This is an optimization exercise on Yosys and OpenROAD, whose aim is small area and a short achievable clock period, not a production implementation. Function was not checked in any run shown here: the RTL went through the layout flow alone. Power and IR drop assume default switching activity.

==> flow/design.v, too long to show whole: its modules and the start of the top module <==
// module FA: 9 lines
// module HA: 8 lines
// module RADD: 6 lines
// module YADD: 8 lines
// module YSEL: 48 lines
// module XOR2M: 6 lines
// module INV: 5 lines
// module FIR_transposed: 4974 lines
module FIR_transposed(clk, reset, noisy_signal, filtered_real);
  // ...
==> flow/run.sh <==
#!/bin/bash
# synth_recipe.tcl (not shown) runs the flow's synth.tcl, then flattens the netlist and writes it again
# the make line also repeats each setting of config.mk as NAME=value (left out here)
make -C /OpenROAD-flow-scripts/flow DESIGN_CONFIG=/design/flow/config.mk WORK_HOME=/design/flow/orfs CLKGATE_MAP_FILE= SYNTH_SCRIPT=/design/flow/synth_recipe.tcl finish
==> flow/config.mk <==
export PLATFORM = sky130hd
export DESIGN_NAME = FIR_transposed
export DESIGN_NICKNAME = FIR_transposed
export VERILOG_FILES = /design/flow/design.v
export SDC_FILE = /design/flow/constraint.sdc
export NUM_CORES = 8
export LEC_CHECK = 0
export ABC_CLOCK_PERIOD_IN_PS = 1000
export CAP_MARGIN = 20
export CORE_MARGIN = 2
export CORE_UTILIZATION = 40
export SETUP_SLACK_MARGIN = 5
export SLEW_MARGIN = 20
export SYNTH_HIERARCHICAL = 1
==> flow/constraint.sdc <==
create_clock -name core_clock -period 13.0 [get_ports {clk}]
set_input_delay 2.6000 -clock core_clock [delete_from_list [all_inputs] [get_ports {clk}]]
set_output_delay 2.6000 -clock core_clock [all_outputs]
set_load 0.01 [all_outputs]
==> impl_metrics.tcl, run 1 <==
set metrics [dict create \
    status "timing/DRC/antenna clean" \
    detailroute.wirelength.met3_um 17000 \
    holdPathEnd "h37[10]" \
    clock_sinks 879 \
    dr.pass1.iters 5 \
    multi_input_area_share 0.668 \
    synth.largest_area_cell "sky130_fd_sc_hd__fa_1" \
    pwr.group.combinational_uw 8270 \
    critical_path.startpoint "noisy_signal[5]" \
    design.seq.count 879 \
    synth_mux_area_frac 0.000282 \
    synth.yosys.seq_area_share 0.248 \
    required_ns 10.40 \
    detail-route-antenna-nets 0 \
    utilization 0.442 \
    grt_use_total 0.265 \
    cp_num_cells 14 \
    placedInstanceArea_mm2 0.0733 \
    final_net_count 7321 \
    clk_root_buffer_cell "sky130_fd_sc_hd__clkbuf_16" \
    synth-main-ff-cell "sky130_fd_sc_hd__dfxtp_1" \
    yosys-top-cells-area "sky130_fd_sc_hd__fa_1 (60%), sky130_fd_sc_hd__dfxtp_1 (25%), sky130_fd_sc_hd__ha_1 (2.8%)" \
    max_stage_delay_ns 0.40 \
    grt_pass1_wl_um 333000 \
    finalWeightedCongestion 1.02 \
    clock_network_power_uw 2900 \
    tapCellCount 2340 \
    cp_slowest_cell "sky130_fd_sc_hd__or3b_4" \
    timing.hold.ws_ns 0.333 \
    met3_usage_in_global_routing 0.0532 \
    synth_top_family_by_area "adder cells" \
    nNonClkInverters 263 \
    maxSlewViolCount 0 \
]
==> run 2: changes to the inputs <==
--- a/flow/design.v
+++ b/flow/design.v
@@ -83,16 +83,87 @@
   output y;
   assign y = a ^ b;
 endmodule
 module INV(a, y);
   input a;
   output y;
   assign y = ~a;
 endmodule
+module G_INV(a, y);
+  input a;
+  output y;
+  assign y = ~a;
+endmodule
+module G_XOR2(a, b, y);
+  input a;
+  input b;
+  output y;
+  assign y = a ^ b;
+endmodule
+module G_XNOR2(a, b, y);
+  input a;
+  input b;
+  output y;
+  assign y = ~(a ^ b);
+endmodule
+module G_NAND2(a, b, y);
+  input a;
+  input b;
+  output y;
+  assign y = ~(a & b);
+endmodule
+module G_NOR2(a, b, y);
+  input a;
+  input b;
+  output y;
+  assign y = ~(a | b);
+endmodule
+module G_AOI21(a1, a2, b1, y);
+  input a1;
+  input a2;
+  input b1;
+  output y;
+  assign y = ~((a1 & a2) | b1);
+endmodule
+module G_OAI21(a1, a2, b1, y);
+  input a1;
+  input a2;
+  input b1;
+  output y;
+  assign y = ~((a1 | a2) & b1);
+endmodule
+module G_MUX2(a0, a1, s, y);
+  input a0;
+  input a1;
+  input s;
+  output y;
+  assign y = s ? a1 : a0;
+endmodule
+module G_MUX4(a0, a1, a2, a3, s0, s1, y);
+  input a0;
+  input a1;
+  input a2;
+  input a3;
+  input s0;
+  input s1;
+  output y;
+  assign y = s1 ? (s0 ? a3 : a2) : (s0 ? a1 : a0);
+endmodule
+module QCAND(rh, qp1, qp2, qm1, qm2);
+  input [15:0] rh;
+  output [15:0] qp1;
+  output [15:0] qp2;
+  output [15:0] qm1;
+  output [15:0] qm2;
+  assign qp1 = rh + 16'd1;
+  assign qp2 = rh + 16'd2;
+  assign qm1 = rh - 16'd1;
+  assign qm2 = rh - 16'd2;
+endmodule
 module FIR_transposed(clk, reset, noisy_signal, filtered_real);
   input clk;
   input reset;
   input signed [15:0] noisy_signal;
   output signed [15:0] filtered_real;
   wire [15:0] x = noisy_signal;
   wire x15n = ~x[15];
   reg [15:0] h1;
@@ -5054,11 +5125,363 @@
     Sa <= Sa_d;
     Sb <= Sb_d;
   end
   wire [31:0] sa = {1'b0, Sa[30], ~Sa[29], ~Sa[28], ~Sa[27], ~Sa[26], ~Sa[25], Sa[24], Sa[23], Sa[22], Sa[21], ~Sa[20], ~Sa[19], ~Sa[18], ~Sa[17], Sa[16], Sa[15], ~Sa[14], Sa[13], Sa[12], Sa[11], Sa[10], Sa[9], Sa[8], Sa[7], Sa[6], Sa[5], ~Sa[4], Sa[3], Sa[2], Sa[1], Sa[0]};
   wire [31:0] sb = {1'b0, ~Sb[30], 1'b0, 1'b0, 1'b0, 1'b0, 1'b0, 1'b0, Sb[23], Sb[22], ~Sb[21], 1'b0, ~Sb[19], ~Sb[18], Sb[17], 1'b0, ~Sb[15], Sb[14], 1'b0, 1'b0, 1'b0, ~Sb[10], Sb[9], Sb[8], Sb[7], 1'b0, 1'b0, Sb[4], Sb[3], 1'b0, Sb[1], 1'b0};
   wire [31:0] r;
   RADD u_radd (.a(sa), .b(sb), .r(r));
   wire [15:0] y;
-  YSEL u_ysel (.r(r), .x(x), .y(y));
+  wire yq1;
+  G_XNOR2 u_yq1 (.a(r[0]), .b(x[0]), .y(yq1));
+  wire yq2;
+  G_INV u_yq2 (.a(r[0]), .y(yq2));
+  wire yq3;
+  G_NOR2 u_yq3 (.a(x[0]), .b(yq2), .y(yq3));
+  wire yq4;
+  G_XOR2 u_yq4 (.a(x[1]), .b(x[0]), .y(yq4));
+  wire yq5;
+  G_XOR2 u_yq5 (.a(r[1]), .b(yq4), .y(yq5));
+  wire yq6;
+  G_NAND2 u_yq6 (.a(x[1]), .b(x[0]), .y(yq6));
+  wire yq7;
+  G_NOR2 u_yq7 (.a(x[1]), .b(x[0]), .y(yq7));
+  wire yq8;
+  G_MUX2 u_yq8 (.a0(yq7), .a1(yq6), .s(r[1]), .y(yq8));
+  wire yq9;
+  G_XOR2 u_yq9 (.a(x[2]), .b(x[1]), .y(yq9));
+  wire yq10;
+  G_XOR2 u_yq10 (.a(r[2]), .b(yq9), .y(yq10));
+  wire yq11;
+  G_NAND2 u_yq11 (.a(x[2]), .b(x[1]), .y(yq11));
+  wire yq12;
+  G_NOR2 u_yq12 (.a(x[2]), .b(x[1]), .y(yq12));
+  wire yq13;
+  G_MUX2 u_yq13 (.a0(yq12), .a1(yq11), .s(r[2]), .y(yq13));
+  wire yq14;
+  G_XOR2 u_yq14 (.a(x[3]), .b(x[2]), .y(yq14));
+  wire yq15;
+  G_XOR2 u_yq15 (.a(r[3]), .b(yq14), .y(yq15));
+  wire yq16;
+  G_NAND2 u_yq16 (.a(x[3]), .b(x[2]), .y(yq16));
+  wire yq17;
+  G_NOR2 u_yq17 (.a(x[3]), .b(x[2]), .y(yq17));
+  wire yq18;
+  G_MUX2 u_yq18 (.a0(yq17), .a1(yq16), .s(r[3]), .y(yq18));
+  wire yq19;
+  G_XOR2 u_yq19 (.a(x[4]), .b(x[3]), .y(yq19));
+  wire yq20;
+  G_XOR2 u_yq20 (.a(r[4]), .b(yq19), .y(yq20));
+  wire yq21;
+  G_NAND2 u_yq21 (.a(x[4]), .b(x[3]), .y(yq21));
+  wire yq22;
+  G_NOR2 u_yq22 (.a(x[4]), .b(x[3]), .y(yq22));
+  wire yq23;
+  G_MUX2 u_yq23 (.a0(yq22), .a1(yq21), .s(r[4]), .y(yq23));
+  wire yq24;
+  G_XOR2 u_yq24 (.a(x[5]), .b(x[4]), .y(yq24));
+  wire yq25;
+  G_XOR2 u_yq25 (.a(r[5]), .b(yq24), .y(yq25));
+  wire yq26;
+  G_NAND2 u_yq26 (.a(x[5]), .b(x[4]), .y(yq26));
+  wire yq27;
+  G_NOR2 u_yq27 (.a(x[5]), .b(x[4]), .y(yq27));
+  wire yq28;
+  G_MUX2 u_yq28 (.a0(yq27), .a1(yq26), .s(r[5]), .y(yq28));
+  wire yq29;
+  G_XOR2 u_yq29 (.a(x[6]), .b(x[5]), .y(yq29));
+  wire yq30;
+  G_XOR2 u_yq30 (.a(r[6]), .b(yq29), .y(yq30));
+  wire yq31;
+  G_NAND2 u_yq31 (.a(x[6]), .b(x[5]), .y(yq31));
+  wire yq32;
+  G_NOR2 u_yq32 (.a(x[6]), .b(x[5]), .y(yq32));
+  wire yq33;
+  G_MUX2 u_yq33 (.a0(yq32), .a1(yq31), .s(r[6]), .y(yq33));
+  wire yq34;
+  G_XOR2 u_yq34 (.a(x[7]), .b(x[6]), .y(yq34));
+  wire yq35;
+  G_XOR2 u_yq35 (.a(r[7]), .b(yq34), .y(yq35));
+  wire yq36;
+  G_NAND2 u_yq36 (.a(x[7]), .b(x[6]), .y(yq36));
+  wire yq37;
+  G_NOR2 u_yq37 (.a(x[7]), .b(x[6]), .y(yq37));
+  wire yq38;
+  G_MUX2 u_yq38 (.a0(yq37), .a1(yq36), .s(r[7]), .y(yq38));
+  wire yq39;
+  G_XOR2 u_yq39 (.a(x[8]), .b(x[7]), .y(yq39));
+  wire yq40;
+  G_XOR2 u_yq40 (.a(r[8]), .b(yq39), .y(yq40));
+  wire yq41;
+  G_NAND2 u_yq41 (.a(x[8]), .b(x[7]), .y(yq41));
+  wire yq42;
+  G_NOR2 u_yq42 (.a(x[8]), .b(x[7]), .y(yq42));
+  wire yq43;
+  G_MUX2 u_yq43 (.a0(yq42), .a1(yq41), .s(r[8]), .y(yq43));
+  wire yq44;
+  G_XOR2 u_yq44 (.a(x[9]), .b(x[8]), .y(yq44));
+  wire yq45;
+  G_XOR2 u_yq45 (.a(r[9]), .b(yq44), .y(yq45));
+  wire yq46;
+  G_NAND2 u_yq46 (.a(x[9]), .b(x[8]), .y(yq46));
+  wire yq47;
+  G_NOR2 u_yq47 (.a(x[9]), .b(x[8]), .y(yq47));
+  wire yq48;
+  G_MUX2 u_yq48 (.a0(yq47), .a1(yq46), .s(r[9]), .y(yq48));
+  wire yq49;
+  G_XOR2 u_yq49 (.a(x[10]), .b(x[9]), .y(yq49));
+  wire yq50;
+  G_XOR2 u_yq50 (.a(r[10]), .b(yq49), .y(yq50));
+  wire yq51;
+  G_NAND2 u_yq51 (.a(x[10]), .b(x[9]), .y(yq51));
+  wire yq52;
+  G_NOR2 u_yq52 (.a(x[10]), .b(x[9]), .y(yq52));
+  wire yq53;
+  G_MUX2 u_yq53 (.a0(yq52), .a1(yq51), .s(r[10]), .y(yq53));
+  wire yq54;
+  G_XOR2 u_yq54 (.a(x[11]), .b(x[10]), .y(yq54));
+  wire yq55;
+  G_XOR2 u_yq55 (.a(r[11]), .b(yq54), .y(yq55));
+  wire yq56;
+  G_NAND2 u_yq56 (.a(x[11]), .b(x[10]), .y(yq56));
+  wire yq57;
+  G_NOR2 u_yq57 (.a(x[11]), .b(x[10]), .y(yq57));
+  wire yq58;
+  G_MUX2 u_yq58 (.a0(yq57), .a1(yq56), .s(r[11]), .y(yq58));
+  wire yq59;
+  G_XOR2 u_yq59 (.a(x[12]), .b(x[11]), .y(yq59));
+  wire yq60;
+  G_XOR2 u_yq60 (.a(r[12]), .b(yq59), .y(yq60));
+  wire yq61;
+  G_NAND2 u_yq61 (.a(x[12]), .b(x[11]), .y(yq61));
+  wire yq62;
+  G_NOR2 u_yq62 (.a(x[12]), .b(x[11]), .y(yq62));
+  wire yq63;
+  G_MUX2 u_yq63 (.a0(yq62), .a1(yq61), .s(r[12]), .y(yq63));
+  wire yq64;
+  G_XOR2 u_yq64 (.a(x[13]), .b(x[12]), .y(yq64));
+  wire yq65;
+  G_XOR2 u_yq65 (.a(r[13]), .b(yq64), .y(yq65));
+  wire yq66;
+  G_NAND2 u_yq66 (.a(x[13]), .b(x[12]), .y(yq66));
+  wire yq67;
+  G_NOR2 u_yq67 (.a(x[13]), .b(x[12]), .y(yq67));
+  wire yq68;
+  G_MUX2 u_yq68 (.a0(yq67), .a1(yq66), .s(r[13]), .y(yq68));
+  wire yq69;
+  G_XOR2 u_yq69 (.a(x[14]), .b(x[13]), .y(yq69));
+  wire yq70;
+  G_XOR2 u_yq70 (.a(r[14]), .b(yq69), .y(yq70));
+  wire yq71;
+  G_NAND2 u_yq71 (.a(x[14]), .b(x[13]), .y(yq71));
+  wire yq72;
+  G_NOR2 u_yq72 (.a(x[14]), .b(x[13]), .y(yq72));
+  wire yq73;
+  G_MUX2 u_yq73 (.a0(yq72), .a1(yq71), .s(r[14]), .y(yq73));
+  wire yq74;
+  G_XOR2 u_yq74 (.a(x[15]), .b(x[14]), .y(yq74));
+  wire yq75;
+  G_XOR2 u_yq75 (.a(r[15]), .b(yq74), .y(yq75));
+  wire yq76;
+  G_NAND2 u_yq76 (.a(x[15]), .b(x[14]), .y(yq76));
+  wire yq77;
+  G_NOR2 u_yq77 (.a(x[15]), .b(x[14]), .y(yq77));
+  wire yq78;
+  G_MUX2 u_yq78 (.a0(yq77), .a1(yq76), .s(r[15]), .y(yq78));
+  wire yq79;
+  G_NAND2 u_yq79 (.a(yq5), .b(yq3), .y(yq79));
+  wire yq80;
+  G_NOR2 u_yq80 (.a(yq5), .b(yq3), .y(yq80));
+  wire yq81;
+  G_NAND2 u_yq81 (.a(yq10), .b(yq8), .y(yq81));
+  wire yq82;
+  G_NOR2 u_yq82 (.a(yq10), .b(yq8), .y(yq82));
+  wire yq83;
+  G_NAND2 u_yq83 (.a(yq15), .b(yq13), .y(yq83));
+  wire yq84;
+  G_NOR2 u_yq84 (.a(yq15), .b(yq13), .y(yq84));
+  wire yq85;
+  G_NAND2 u_yq85 (.a(yq20), .b(yq18), .y(yq85));
+  wire yq86;
+  G_NOR2 u_yq86 (.a(yq20), .b(yq18), .y(yq86));
+  wire yq87;
+  G_NAND2 u_yq87 (.a(yq25), .b(yq23), .y(yq87));
+  wire yq88;
+  G_NOR2 u_yq88 (.a(yq25), .b(yq23), .y(yq88));
+  wire yq89;
+  G_NAND2 u_yq89 (.a(yq30), .b(yq28), .y(yq89));
+  wire yq90;
+  G_NOR2 u_yq90 (.a(yq30), .b(yq28), .y(yq90));
+  wire yq91;
+  G_NAND2 u_yq91 (.a(yq35), .b(yq33), .y(yq91));
+  wire yq92;
+  G_NOR2 u_yq92 (.a(yq35), .b(yq33), .y(yq92));
+  wire yq93;
+  G_NAND2 u_yq93 (.a(yq40), .b(yq38), .y(yq93));
+  wire yq94;
+  G_NOR2 u_yq94 (.a(yq40), .b(yq38), .y(yq94));
+  wire yq95;
+  G_NAND2 u_yq95 (.a(yq45), .b(yq43), .y(yq95));
+  wire yq96;
+  G_NOR2 u_yq96 (.a(yq45), .b(yq43), .y(yq96));
+  wire yq97;
+  G_NAND2 u_yq97 (.a(yq50), .b(yq48), .y(yq97));
+  wire yq98;
+  G_NOR2 u_yq98 (.a(yq50), .b(yq48), .y(yq98));
+  wire yq99;
+  G_NAND2 u_yq99 (.a(yq55), .b(yq53), .y(yq99));
+  wire yq100;
+  G_NOR2 u_yq100 (.a(yq55), .b(yq53), .y(yq100));
+  wire yq101;
+  G_NAND2 u_yq101 (.a(yq60), .b(yq58), .y(yq101));
+  wire yq102;
+  G_NOR2 u_yq102 (.a(yq60), .b(yq58), .y(yq102));
+  wire yq103;
+  G_NAND2 u_yq103 (.a(yq65), .b(yq63), .y(yq103));
+  wire yq104;
+  G_NOR2 u_yq104 (.a(yq65), .b(yq63), .y(yq104));
+  wire yq105;
+  G_NAND2 u_yq105 (.a(yq70), .b(yq68), .y(yq105));
+  wire yq106;
+  G_NOR2 u_yq106 (.a(yq70), .b(yq68), .y(yq106));
+  wire yq107;
+  G_NAND2 u_yq107 (.a(yq75), .b(yq73), .y(yq107));
+  wire yq108;
+  G_NOR2 u_yq108 (.a(yq75), .b(yq73), .y(yq108));
+  wire yq109;
+  G_INV u_yq109 (.a(yq79), .y(yq109));
+  wire yq110;
+  G_OAI21 u_yq110 (.a1(yq84), .a2(yq81), .b1(yq83), .y(yq110));
+  wire yq111;
+  G_NOR2 u_yq111 (.a(yq84), .b(yq82), .y(yq111));
+  wire yq112;
+  G_OAI21 u_yq112 (.a1(yq88), .a2(yq85), .b1(yq87), .y(yq112));
+  wire yq113;
+  G_NOR2 u_yq113 (.a(yq88), .b(yq86), .y(yq113));
+  wire yq114;
+  G_OAI21 u_yq114 (.a1(yq92), .a2(yq89), .b1(yq91), .y(yq114));
+  wire yq115;
+  G_NOR2 u_yq115 (.a(yq92), .b(yq90), .y(yq115));
+  wire yq116;
+  G_OAI21 u_yq116 (.a1(yq96), .a2(yq93), .b1(yq95), .y(yq116));
+  wire yq117;
+  G_NOR2 u_yq117 (.a(yq96), .b(yq94), .y(yq117));
+  wire yq118;
+  G_OAI21 u_yq118 (.a1(yq100), .a2(yq97), .b1(yq99), .y(yq118));
+  wire yq119;
+  G_NOR2 u_yq119 (.a(yq100), .b(yq98), .y(yq119));
+  wire yq120;
+  G_OAI21 u_yq120 (.a1(yq104), .a2(yq101), .b1(yq103), .y(yq120));
+  wire yq121;
+  G_NOR2 u_yq121 (.a(yq104), .b(yq102), .y(yq121));
+  wire yq122;
+  G_OAI21 u_yq122 (.a1(yq108), .a2(yq105), .b1(yq107), .y(yq122));
+  wire yq123;
+  G_NOR2 u_yq123 (.a(yq108), .b(yq106), .y(yq123));
+  wire yq124;
+  G_AOI21 u_yq124 (.a1(yq111), .a2(yq109), .b1(yq110), .y(yq124));
+  wire yq125;
+  G_AOI21 u_yq125 (.a1(yq115), .a2(yq112), .b1(yq114), .y(yq125));
+  wire yq126;
+  G_NAND2 u_yq126 (.a(yq115), .b(yq113), .y(yq126));
+  wire yq127;
+  G_AOI21 u_yq127 (.a1(yq119), .a2(yq116), .b1(yq118), .y(yq127));
+  wire yq128;
+  G_NAND2 u_yq128 (.a(yq119), .b(yq117), .y(yq128));
+  wire yq129;
+  G_AOI21 u_yq129 (.a1(yq123), .a2(yq120), .b1(yq122), .y(yq129));
+  wire yq130;
+  G_NAND2 u_yq130 (.a(yq123), .b(yq121), .y(yq130));
+  wire yq131;
+  G_OAI21 u_yq131 (.a1(yq126), .a2(yq124), .b1(yq125), .y(yq131));
+  wire yq132;
+  G_OAI21 u_yq132 (.a1(yq130), .a2(yq127), .b1(yq129), .y(yq132));
+  wire yq133;
+  G_NOR2 u_yq133 (.a(yq130), .b(yq128), .y(yq133));
+  wire yq134;
+  G_AOI21 u_yq134 (.a1(yq133), .a2(yq131), .b1(yq132), .y(yq134));
+  wire [15:0] rh = r[31:16];
+  wire [15:0] qp1, qp2, qm1, qm2;
+  QCAND u_qc (.rh(rh), .qp1(qp1), .qp2(qp2), .qm1(qm1), .qm2(qm2));
+  wire yq135;
+  G_INV u_yq135 (.a(x[15]), .y(yq135));
+  wire yq136;
+  G_MUX4 u_yq136 (.a0(rh[0]), .a1(qp1[0]), .a2(qm2[0]), .a3(qm1[0]), .s0(yq78), .s1(yq135), .y(yq136));
+  wire yq137;
+  G_MUX4 u_yq137 (.a0(qp1[0]), .a1(qp2[0]), .a2(qm1[0]), .a3(rh[0]), .s0(yq78), .s1(yq135), .y(yq137));
+  G_MUX2 u_yo0 (.a0(yq137), .a1(yq136), .s(yq134), .y(y[0]));
+  wire yq138;
+  G_MUX4 u_yq138 (.a0(rh[1]), .a1(qp1[1]), .a2(qm2[1]), .a3(qm1[1]), .s0(yq78), .s1(yq135), .y(yq138));
+  wire yq139;
+  G_MUX4 u_yq139 (.a0(qp1[1]), .a1(qp2[1]), .a2(qm1[1]), .a3(rh[1]), .s0(yq78), .s1(yq135), .y(yq139));
+  G_MUX2 u_yo1 (.a0(yq139), .a1(yq138), .s(yq134), .y(y[1]));
+  wire yq140;
+  G_MUX4 u_yq140 (.a0(rh[2]), .a1(qp1[2]), .a2(qm2[2]), .a3(qm1[2]), .s0(yq78), .s1(yq135), .y(yq140));
+  wire yq141;
+  G_MUX4 u_yq141 (.a0(qp1[2]), .a1(qp2[2]), .a2(qm1[2]), .a3(rh[2]), .s0(yq78), .s1(yq135), .y(yq141));
+  G_MUX2 u_yo2 (.a0(yq141), .a1(yq140), .s(yq134), .y(y[2]));
+  wire yq142;
+  G_MUX4 u_yq142 (.a0(rh[3]), .a1(qp1[3]), .a2(qm2[3]), .a3(qm1[3]), .s0(yq78), .s1(yq135), .y(yq142));
+  wire yq143;
+  G_MUX4 u_yq143 (.a0(qp1[3]), .a1(qp2[3]), .a2(qm1[3]), .a3(rh[3]), .s0(yq78), .s1(yq135), .y(yq143));
+  G_MUX2 u_yo3 (.a0(yq143), .a1(yq142), .s(yq134), .y(y[3]));
+  wire yq144;
+  G_MUX4 u_yq144 (.a0(rh[4]), .a1(qp1[4]), .a2(qm2[4]), .a3(qm1[4]), .s0(yq78), .s1(yq135), .y(yq144));
+  wire yq145;
+  G_MUX4 u_yq145 (.a0(qp1[4]), .a1(qp2[4]), .a2(qm1[4]), .a3(rh[4]), .s0(yq78), .s1(yq135), .y(yq145));
+  G_MUX2 u_yo4 (.a0(yq145), .a1(yq144), .s(yq134), .y(y[4]));
+  wire yq146;
+  G_MUX4 u_yq146 (.a0(rh[5]), .a1(qp1[5]), .a2(qm2[5]), .a3(qm1[5]), .s0(yq78), .s1(yq135), .y(yq146));
+  wire yq147;
+  G_MUX4 u_yq147 (.a0(qp1[5]), .a1(qp2[5]), .a2(qm1[5]), .a3(rh[5]), .s0(yq78), .s1(yq135), .y(yq147));
+  G_MUX2 u_yo5 (.a0(yq147), .a1(yq146), .s(yq134), .y(y[5]));
+  wire yq148;
+  G_MUX4 u_yq148 (.a0(rh[6]), .a1(qp1[6]), .a2(qm2[6]), .a3(qm1[6]), .s0(yq78), .s1(yq135), .y(yq148));
+  wire yq149;
+  G_MUX4 u_yq149 (.a0(qp1[6]), .a1(qp2[6]), .a2(qm1[6]), .a3(rh[6]), .s0(yq78), .s1(yq135), .y(yq149));
+  G_MUX2 u_yo6 (.a0(yq149), .a1(yq148), .s(yq134), .y(y[6]));
+  wire yq150;
+  G_MUX4 u_yq150 (.a0(rh[7]), .a1(qp1[7]), .a2(qm2[7]), .a3(qm1[7]), .s0(yq78), .s1(yq135), .y(yq150));
+  wire yq151;
+  G_MUX4 u_yq151 (.a0(qp1[7]), .a1(qp2[7]), .a2(qm1[7]), .a3(rh[7]), .s0(yq78), .s1(yq135), .y(yq151));
+  G_MUX2 u_yo7 (.a0(yq151), .a1(yq150), .s(yq134), .y(y[7]));
+  wire yq152;
+  G_MUX4 u_yq152 (.a0(rh[8]), .a1(qp1[8]), .a2(qm2[8]), .a3(qm1[8]), .s0(yq78), .s1(yq135), .y(yq152));
+  wire yq153;
+  G_MUX4 u_yq153 (.a0(qp1[8]), .a1(qp2[8]), .a2(qm1[8]), .a3(rh[8]), .s0(yq78), .s1(yq135), .y(yq153));
+  G_MUX2 u_yo8 (.a0(yq153), .a1(yq152), .s(yq134), .y(y[8]));
+  wire yq154;
+  G_MUX4 u_yq154 (.a0(rh[9]), .a1(qp1[9]), .a2(qm2[9]), .a3(qm1[9]), .s0(yq78), .s1(yq135), .y(yq154));
+  wire yq155;
+  G_MUX4 u_yq155 (.a0(qp1[9]), .a1(qp2[9]), .a2(qm1[9]), .a3(rh[9]), .s0(yq78), .s1(yq135), .y(yq155));
+  G_MUX2 u_yo9 (.a0(yq155), .a1(yq154), .s(yq134), .y(y[9]));
+  wire yq156;
+  G_MUX4 u_yq156 (.a0(rh[10]), .a1(qp1[10]), .a2(qm2[10]), .a3(qm1[10]), .s0(yq78), .s1(yq135), .y(yq156));
+  wire yq157;
+  G_MUX4 u_yq157 (.a0(qp1[10]), .a1(qp2[10]), .a2(qm1[10]), .a3(rh[10]), .s0(yq78), .s1(yq135), .y(yq157));
+  G_MUX2 u_yo10 (.a0(yq157), .a1(yq156), .s(yq134), .y(y[10]));
+  wire yq158;
+  G_MUX4 u_yq158 (.a0(rh[11]), .a1(qp1[11]), .a2(qm2[11]), .a3(qm1[11]), .s0(yq78), .s1(yq135), .y(yq158));
+  wire yq159;
+  G_MUX4 u_yq159 (.a0(qp1[11]), .a1(qp2[11]), .a2(qm1[11]), .a3(rh[11]), .s0(yq78), .s1(yq135), .y(yq159));
+  G_MUX2 u_yo11 (.a0(yq159), .a1(yq158), .s(yq134), .y(y[11]));
+  wire yq160;
+  G_MUX4 u_yq160 (.a0(rh[12]), .a1(qp1[12]), .a2(qm2[12]), .a3(qm1[12]), .s0(yq78), .s1(yq135), .y(yq160));
+  wire yq161;
+  G_MUX4 u_yq161 (.a0(qp1[12]), .a1(qp2[12]), .a2(qm1[12]), .a3(rh[12]), .s0(yq78), .s1(yq135), .y(yq161));
+  G_MUX2 u_yo12 (.a0(yq161), .a1(yq160), .s(yq134), .y(y[12]));
+  wire yq162;
+  G_MUX4 u_yq162 (.a0(rh[13]), .a1(qp1[13]), .a2(qm2[13]), .a3(qm1[13]), .s0(yq78), .s1(yq135), .y(yq162));
+  wire yq163;
+  G_MUX4 u_yq163 (.a0(qp1[13]), .a1(qp2[13]), .a2(qm1[13]), .a3(rh[13]), .s0(yq78), .s1(yq135), .y(yq163));
+  G_MUX2 u_yo13 (.a0(yq163), .a1(yq162), .s(yq134), .y(y[13]));
+  wire yq164;
+  G_MUX4 u_yq164 (.a0(rh[14]), .a1(qp1[14]), .a2(qm2[14]), .a3(qm1[14]), .s0(yq78), .s1(yq135), .y(yq164));
+  wire yq165;
+  G_MUX4 u_yq165 (.a0(qp1[14]), .a1(qp2[14]), .a2(qm1[14]), .a3(rh[14]), .s0(yq78), .s1(yq135), .y(yq165));
+  G_MUX2 u_yo14 (.a0(yq165), .a1(yq164), .s(yq134), .y(y[14]));
+  wire yq166;
+  G_MUX4 u_yq166 (.a0(rh[15]), .a1(qp1[15]), .a2(qm2[15]), .a3(qm1[15]), .s0(yq78), .s1(yq135), .y(yq166));
+  wire yq167;
+  G_MUX4 u_yq167 (.a0(qp1[15]), .a1(qp2[15]), .a2(qm1[15]), .a3(rh[15]), .s0(yq78), .s1(yq135), .y(yq167));
+  G_MUX2 u_yo15 (.a0(yq167), .a1(yq166), .s(yq134), .y(y[15]));
   assign filtered_real = y;
 endmodule
==> flow/config.mk (replaced) <==
export PLATFORM = sky130hd
export DESIGN_NAME = FIR_transposed
export DESIGN_NICKNAME = FIR_transposed
export VERILOG_FILES = /design/flow/design.v
export SDC_FILE = /design/flow/constraint.sdc
export NUM_CORES = 8
export LEC_CHECK = 0
export ABC_CLOCK_PERIOD_IN_PS = 2000
export CAP_MARGIN = 20
export CORE_MARGIN = 2
export CORE_UTILIZATION = 40
export SETUP_SLACK_MARGIN = 5
export SLEW_MARGIN = 20
export SYNTH_HIERARCHICAL = 1
==> run 2 against run 1 <==
Effect of this change:
- worst hold slack gained 0.017 ns
- synthesized cell count grew 0.69%
- area after synthesis up 1.1%
- routed wire length decreased by 4.2%
- worst setup slack gained 0.15 ns
- core utilization decreased by 0.25 points
- largest power group unchanged
- highest routed layer is now met4
==> impl_metrics.tcl, run 2 <==
set metrics [dict create \
    placedInstanceArea_mm2 0.0742 \
    r2r_setup_slack_ns 5.14 \
    drive_above_1_share 0.0896 \
    critical_path_arrival_ns 8.41 \
    rows 155 \
    sequential_cell_area_mm2 0.0176 \
    viasPerCell 5.21 \
    floorplan.die_area_mm2 0.183 \
    synth-main-ff-cell "sky130_fd_sc_hd__dfxtp_1" \
    dp_hpwl_um 188000 \
    syn2layout_area_growth_pct 9.01 \
    number_of_distinct_library_cell_variants_in_the_gate_level_netlist_after_synthesis 58 \
    finalSetupViolations 0 \
    postSynthRegisterBits 879 \
    holdPathEnd "h37[9]" \
    final_net_count 7344 \
    post_layout_min_period_ns 7.86 \
    synth_top_area_share 0.596 \
    cp_slowest_cell "sky130_fd_sc_hd__ha_1" \
    detail-route-antenna-nets 0 \
    timing_hold_violations_final 0 \
    synth_compound_gate_area_share 0.0101 \
    synthTopCellsByCount "sky130_fd_sc_hd__fa_1 (2138), sky130_fd_sc_hd__dfxtp_1 (879), sky130_fd_sc_hd__nand2_1 (530)" \
    delay_heaviest_family_cp "adder cells" \
    drc_errors 0 \
    routed.top_layer "met4" \
    initial_utilization 0.403 \
    floorplan.die.width_um 428 \
    synthesis.yosys.warnings 7 \
    synth.yosys.seq_area_share 0.245 \
    hp-start "h36[9]" \
    finalClockSkew_ns 0.0420 \
    critPathBufInv 1 \
    mostFrequentLayoutCells "sky130_fd_sc_hd__fa_1 (2079), sky130_fd_sc_hd__dfxtp_1 (871), sky130_fd_sc_hd__nand2_1 (530)" \
    holdCritPathClass "flop to flop" \
    clk_root_buffer_cell "sky130_fd_sc_hd__clkbuf_16" \
    clk_path_buf_depth 3 \
    clock_tree_from_tritoncts "done" \
    design_area_mm2 0.0784 \
    worst-r2r-cell-count 18 \
    synth.largest_area_cell "sky130_fd_sc_hd__fa_1" \
    worstPathCellList "ha_1 > fa_1 > fa_1 > fa_1 > fa_1 > fa_1 > fa_1 > fa_1 > fa_1 > fa_1 > fa_1 > fa_1 > inv_1 > fa_1 > fa_1 > fa_1 > fa_1 > nor2_1" \
    rr_endpoint "T1a[19]" \
    status "timing/DRC/antenna clean" \
    worst_hold_path.num_cells 1 \
    fill_cells 16100 \
    timing.critical_path.from_type "flop" \
    cts_inserted_buffers 93 \
    layout_commonest_cell "sky130_fd_sc_hd__fa_1" \
    timing.slew.headroom 0.246 \
    top_count_cell_post_synth "sky130_fd_sc_hd__fa_1" \
    setup_tns_ns 0 \
    route.layer.met1.wl_um 89900 \
    crit_path_end_kind "flop" \
    dpl_worst_slack_ns 4.60 \
    critical_path.startpoint "h17[4]" \
    place.port_buffers 33 \
    worst-path-max-fanout 4 \
    finalCritPeriodShare 0.605 \
    met2_length_um 103000 \
    biggestRegsByFlops "Sa x31, T1a x31, T1b x17" \
    first_iter_violations 3529 \
    clock_sinks 879 \
    grt_remaining_overflow 0 \
    chip_height_um 428 \
    p_leak_uw 0.0307 \
    clkTransAtPathRegs_ns 0.06 \
    htree_levels 3 \
    totalWireLength_um 222000 \
    post_synth_inst_count 4953 \
    ir_worst_vdd_mv 0.469 \
    grt_antenna_before_repair 0 \
    detailroute.wirelength.met3_um 18400 \
    synthSimpleGateAreaFrac 0.0608 \
    cap_viol_max_count 0 \
    post_synth.cell_area_avg_um2 14.5 \
    ioPinCount 34 \
    regToRegStartpoint "h17[4]" \
    clk_latency_ns 0.74 \
    grt_setup_unrepaired "false" \
    largest_net_degree_at_the_start_of_global_routing 196 \
    cell_area_after_technology_mapping_mm2 0.0719 \
    finalWorstSetupSlack_ns 5.14 \
    post_synth_fa_ha_maj_area_fraction 0.623 \
    worst_slew_pin_slew_ns 1.13 \
    maxSlewViolCount 0 \
    synth_async_sr_flop_share 0 \
    criticalPathCategory "flop to flop" \
    crit_top_cell "sky130_fd_sc_hd__fa_1" \
    fmax_mhz 127 \
    synth_mux_area_frac 0.0165 \
    fp.coreArea_mm2 0.178 \
    first_global_vias 44500 \
    routed-via-count 38900 \
    yosys-top-cells-area "sky130_fd_sc_hd__fa_1 (60%), sky130_fd_sc_hd__dfxtp_1 (24%), sky130_fd_sc_hd__nand2_1 (2.8%)" \
    grt_use_total 0.248 \
    max_stage_delay_ns 0.57 \
    multiInputGateArea_mm2 0.0527 \
    synth_top_family_by_area "adder cells" \
    synth_edf_count 0 \
    post_drt_wl_per_cell_um 29.7 \
    grt_pass1_wl_um 320000 \
    finalWeightedCongestion 0.998 \
    required_ns 13.55 \
    dr.pass1.iters 5 \
    power-per-cell-area_mw_per_mm2 181 \
    synth_xor_area_frac 0.0139 \
]
run 2: cell count changes after synthesis, moves of 13 or more:
cell | before | now
sky130_fd_sc_hd__mux4_2 | 0 | 32
sky130_fd_sc_hd__mux2_4 | 0 | 31
sky130_fd_sc_hd__nand2_1 | 502 | 530
sky130_fd_sc_hd__a21oi_1 | 52 | 28
sky130_fd_sc_hd__xnor2_1 | 38 | 62
sky130_fd_sc_hd__nor2_1 | 463 | 483
sky130_fd_sc_hd__nand4_1 | 10 | 23
sky130_fd_sc_hd__o21ai_0 | 31 | 18
run 2: cells by family (layout without fill, tap and decap cells):
kind of cell             Yosys count  after routing
AND/OR/NAND/NOR                 1101           1101
multiplexers                      63             63
adder cells (fa/ha/maj)         2296           2296
other                              1             19
AO/OA/AOI/OAI                    110            110
flip-flops                       879            879
buffers and inverters            389            523
XOR/XNOR                         114            114
run 2: stage by stage:
step | std cells | total power (uW) | utilization | hold slack (ns)
floorplan | 4969 | 8930 | - | 0.351
global placement | 7253 | 11000 | 0.416 | 0.353
detailed placement | 7254 | 11000 | 0.416 | 0.355
CTS | 7429 | 14000 | 0.435 | 0.365
global route | 7458 | 15300 | 0.439 | 0.375
finish | 7460 | 14200 | 0.439 | 0.350
run 2: repair_timing:
action                     in CTS  in global routing
hold buffers                    0                  0
setup endpoints to repair      17                 18
setup buffers                   7                 28
pin swaps                      13                 18
gates resized for setup        82                143
gates cloned                    0                  1
run 2: final cells by class:
cell class / count / area share
inverters: 254 / 0.0123
clock buffers: 128 / 0.0343
diodes: 2 / 0.0000639
multi-input cells: 3701 / 0.672
well taps: 2355 / 0.0376
flip-flops and latches: 879 / 0.225
repair buffers: 101 / 0.0121
clock inverters: 40 / 0.00636
run 2: per-module statistics from Yosys (local to each module, per instance), excerpt:
module,cells,copies in the design
FIR_transposed,2044,1
RADD,333,1
QCAND,165,1
G_MUX4,1,32
FA,1,2137
G_MUX2,1,31
G_XOR2,1,30
G_AOI21,1,5
G_OAI21,1,9
G_NOR2,1,38
G_INV,1,3
run 2: how the worst max path moves through the flow:
stage,endpoint,slack [ns],depth (start not counted)
3_5_place_dp,filtered_real[15],4.60,11
4_1_cts,filtered_real[13],4.98,16
6_report,T1a[19],5.14,18
5_1_grt,T1a[19],5.00,19
3_3_place_gp,filtered_real[15],4.60,11
2_1_floorplan,T1a[19],5.63,18
run 2: routing by layer:
| layer | vias to the layer above | global-route usage |
|---|---|---|
| met5 | - | 0 |
| met4 | 0 | 0.102 |
| met3 | 453 | 0.0620 |
| met2 | 1633 | 0.390 |
| met1 | 21500 | 0.330 |
| li1 | 15300 | - |
run 2: where the power goes:
| part | switching [uW] | leakage (uW) | total (uW) | internal, uW |
|---|---|---|---|---|
| Combinational | 4290 | 0.0221 | 8550 | 4270 |
| Sequential | 41.7 | 0.00712 | 2860 | 2810 |
| Clock | 1180 | 0.00156 | 2750 | 1570 |

-- port drivers added, routing unchanged --
The results above use ideal ports. As a check the final layouts listed here were re-extracted and re-timed, cells and wires unchanged. Step 1, drivers: a clkbuf_16 drives clk and a buf_2 each remaining input, both assumed. Step 2 moves the port delays by t, midway between the first and last clock arrival at a register: inputs arrive t later, outputs are due t later. That takes back most of the time a late clock gives input paths. Three values: ideal, step 1, step 2; two values: the first two.
run	t, ns	setup WS [ns]	hold WS [ns]	latest minus earliest clock arrival (ns)	worst register clock-pin slew, ns
run 1	0.799	4.988 / 4.940 / 4.940	0.333 / 0.333 / 0.333	0.065 / 0.066	0.07 / 0.07
run 2	0.795	5.137 / 5.137 / 5.137	0.350 / 0.350 / 0.350	0.054 / 0.054	0.07 / 0.07
After both steps every run listed still meets setup and hold. The setup slack of run 1, which loses most, moves by -0.048 ns with the drivers and by -0.048 ns with both steps.
